Context: an optimization exercise on an open-source flow, tuned for small area and a short achievable clock period. The choices shown serve that exercise and are no tape-out recipe. Function was checked by simulation only, so behaviour that the tests miss may differ from the original. Power figures rest on the tool's default switching activity, not on a simulated workload.

==> inputs of job 4292 <==
## MAF
module MAF(
    input clk,
    input  [31:0] A, B, C,
    input  [1:0]  func,
    output [63:0] Result
    );
clock: 10.0 ns
lec_check: 0
cap_margin: 20
core_margin: 2
core_utilization: 65
setup_slack_margin: 4.0
slew_margin: 20
standard.sh (not shown) runs the stock make flow with config.mk's settings and CLKGATE_MAP_FILE= SYNTH_SCRIPT=/design/flow/synth_recipe.tcl, a recipe that flattens the netlist after the stock synthesis.
==> flow/flow/run.sh <==
#!/bin/bash
# Standard ORFS layout with two changes:
#  - synthesis runs `synth -noabc` (the quick generic ABC pass inside synth is
#    skipped), so extract_fa sees the RTL's XOR/majority structure and maps
#    full adders without the inverters it otherwise puts around them;
#  - extra make variables from flow/make_args.txt (e.g. the port buffer cell).
# Each tool's output goes to its own log here and under orfs/logs.
set -euo pipefail
here=$(pwd)
sed '1s/yosys synth -nofsm -noshare/yosys synth -nofsm -noshare -noabc/' synth_recipe.tcl > my_synth.tcl
grep -q -- '-noabc' my_synth.tcl
sed "s#SYNTH_SCRIPT=[^ ]*#SYNTH_SCRIPT=$here/my_synth.tcl#" standard.sh > my_standard.sh
grep -q "SYNTH_SCRIPT=$here/my_synth.tcl" my_standard.sh
extra=()
if [[ -f flow/make_args.txt ]]; then
  while IFS= read -r line; do [[ -n "$line" ]] && extra+=("$line"); done < flow/make_args.txt
fi
bash my_standard.sh "${extra[@]}" synth > synth.log 2>&1
bash my_standard.sh "${extra[@]}" finish > layout.log 2>&1
test -f out/final.def
==> flow/flow/make_args.txt <==
BUFFER_PORTS_ARGS=-buffer_cell sky130_fd_sc_hd__buf_2
==> inputs of job 5556, as changes to job 4292 <==
Settings changed: CORE_UTILIZATION 65 to 55.
==> inputs of job 9949, as changes to job 4292 <==
Settings changed: CORE_UTILIZATION 65 to 55, PLACE_DENSITY set to 0.8.
==> qor summary <==
item	job 4292	job 9949	job 5556
Post-detailed-placement half-perimeter wirelength	61000 um	60100 um	62500 um
Met2 Usage GRT	65.0%	54.8%	57.2%
Met2 layer wire length in the routed design	40900 um	40300 um	41700 um
Vias in the first global route	24100	24600	23000
Sequential share of cell area	8.07%	7.99%	8.03%
Drt first pass iters	10	13	6
Fraction of the cycle the final worst path needs	59.7%	60.5%	59.7%
Arrival @ worst endpoint	6340 ps	6390 ps	3970 ps
Detail-routed via count per cell	7.12	7.11	6.68
Antenna diode count	2	8	5
Reported clock group power	0.616 mW	0.704 mW	0.617 mW
Wire length per cell after detailed routing	29.0 um	29.1 um	28.1 um
Slew margin rel.	33.5%	21.7%	31.2%
Final-layout clock buffer total	19	18	19
Num tapcells	532	622	622
Shortest period the worst path allows	5970 ps	6050 ps	5970 ps
Worst setup slack after placement	2870 ps	2790 ps	2860 ps
Run status	timing/DRC/antenna clean	timing/DRC/antenna clean	timing/DRC/antenna clean
Final worst hold slack	2020 ps	2010 ps	1990 ps

* * *

==> v25: inputs <==
MAF again, from the RTL that the note above started with.
// MAF
module MAF(
    input clk,
    input  [31:0] A, B, C,
    input  [1:0]  func,
    output [63:0] Result
    );
export LEC_CHECK = 0
export CAP_MARGIN = 0
export CORE_MARGIN = 2
export CORE_UTILIZATION = 55
export SETUP_SLACK_MARGIN = 4.0
export SLEW_MARGIN = 0
create_clock -name core_clock -period 10.0 [get_ports {clk}]
Scripts as last shown in full above: flow/flow/run.sh, flow/flow/make_args.txt
==> inputs of v5, as changes to v25 <==
- CAP_MARGIN: 0 -> 20
- CORE_UTILIZATION: 55 -> 40
- SETUP_SLACK_MARGIN: 4.0 -> 4.2
- SLEW_MARGIN: 0 -> 20
==> inputs of v2, as changes to v25 <==
- CAP_MARGIN: 0 -> 20
- SLEW_MARGIN: 0 -> 20
- TNS_END_PERCENT: default -> 20
==> summary.txt <==
Placed design:
- The number of instances in the placed design is 3234.

Outcome:
- The run finished with no timing, DRC or antenna violations.

Layout:
- The number of inserted filler cells in the final layout is between 4000 and 5000.
- The post-route standard cell area excluding fillers is 29300 um^2.
- For this run, the share of the core covered by cells in the final layout is approximately three fifths.

Drt:
- The routed layout has 22000 vias.

Power and ir drop:
- Of the total power, registers draw 10.8%.

Clock network:
- The number of setup buffers added after CTS is 15.

Floorplan:
- The core region area is 48600 um^2.

Worst setup path:
- The category of the critical setup timing path is flip-flop to primary output.
[end of results for v2]
==> summary.txt <==
Outcome:
- The run finished with no timing, DRC or antenna violations.

Layout:
- Non-clock buffering takes up 5.82% of total cell area after layout.
- The post-route standard cell area excluding fillers is 29200 um^2.
- The number of inserted filler cells in the final layout is 4125.
- Cells fill 60.0% of the core in the end.

Placed design:
- The number of placed instances, taps included, is 3229.

Floorplan:
- In this run the standard cell core region covers 48600 um^2.

Drt:
- The number of vias after detailed routing is 22000.

STA:
- Measured against its own limit, the worst slew margin works out to 31.2%.

Power and ir drop:
- Registers are responsible for around 11% of the overall power.
[end of results for v25]
==> summary.txt <==
Drt:
- The number of vias after detailed routing is 22400.

Placed design:
- The number of instances in the placed design is 3468.

Power and ir drop:
- The power share of the sequential group is 11.0%.

Outcome:
- The run finished with no timing, DRC or antenna violations.

Layout:
- The number of inserted filler cells in the final layout is ~6300.
[end of results for v5]

port drivers added, routing unchanged:
The flow's constraints put no driver on any port. The routed layouts listed below were extracted and timed again, unchanged, in two steps. Step 1: set_driving_cell puts a clkbuf_16 on clk and a buf_2 on each other input, an assumption about the parent block. Step 2 moves the port delays by t, midway between the first and last clock arrival at a register: inputs arrive t later, outputs are due t later. That takes back most of the time a late clock gives input paths. a / b / c = no drivers / after step 1 / after step 2; a / b = the first two.
| run | t, ns | setup slack, ns | clock arrival spread, ns | slew at the worst register clock pin (ns) | pins driven straight from the clock port |
|---|---|---|---|---|---|
| job 4292 | 0.556 | 4.031 / 4.019 / 3.476 | 0.012 / 0.011 | 0.07 / 0.07 | 1 |
| job 5556 | 0.546 | 4.031 / 3.971 / 3.529 | 0.016 / 0.017 | 0.06 / 0.06 | 1 |
| job 9949 | 0.523 | 3.950 / 3.954 / 3.431 | 0.024 / 0.024 | 0.08 / 0.08 | 1 |
| v25 | 0.546 | 4.031 / 3.971 / 3.529 | 0.016 / 0.017 | 0.06 / 0.06 | 1 |
| v5 | 0.561 | 4.120 / 4.146 / 3.585 | 0.017 / 0.017 | 0.07 / 0.07 | 1 |
| v2 | 0.548 | 4.003 / 3.939 / 3.474 | 0.017 / 0.017 | 0.07 / 0.07 | 1 |
After both steps setup and hold are still met in every run listed. For job 4292, which loses most, drivers alone change the setup slack by -0.012 ns; drivers and shift together by -0.555 ns.
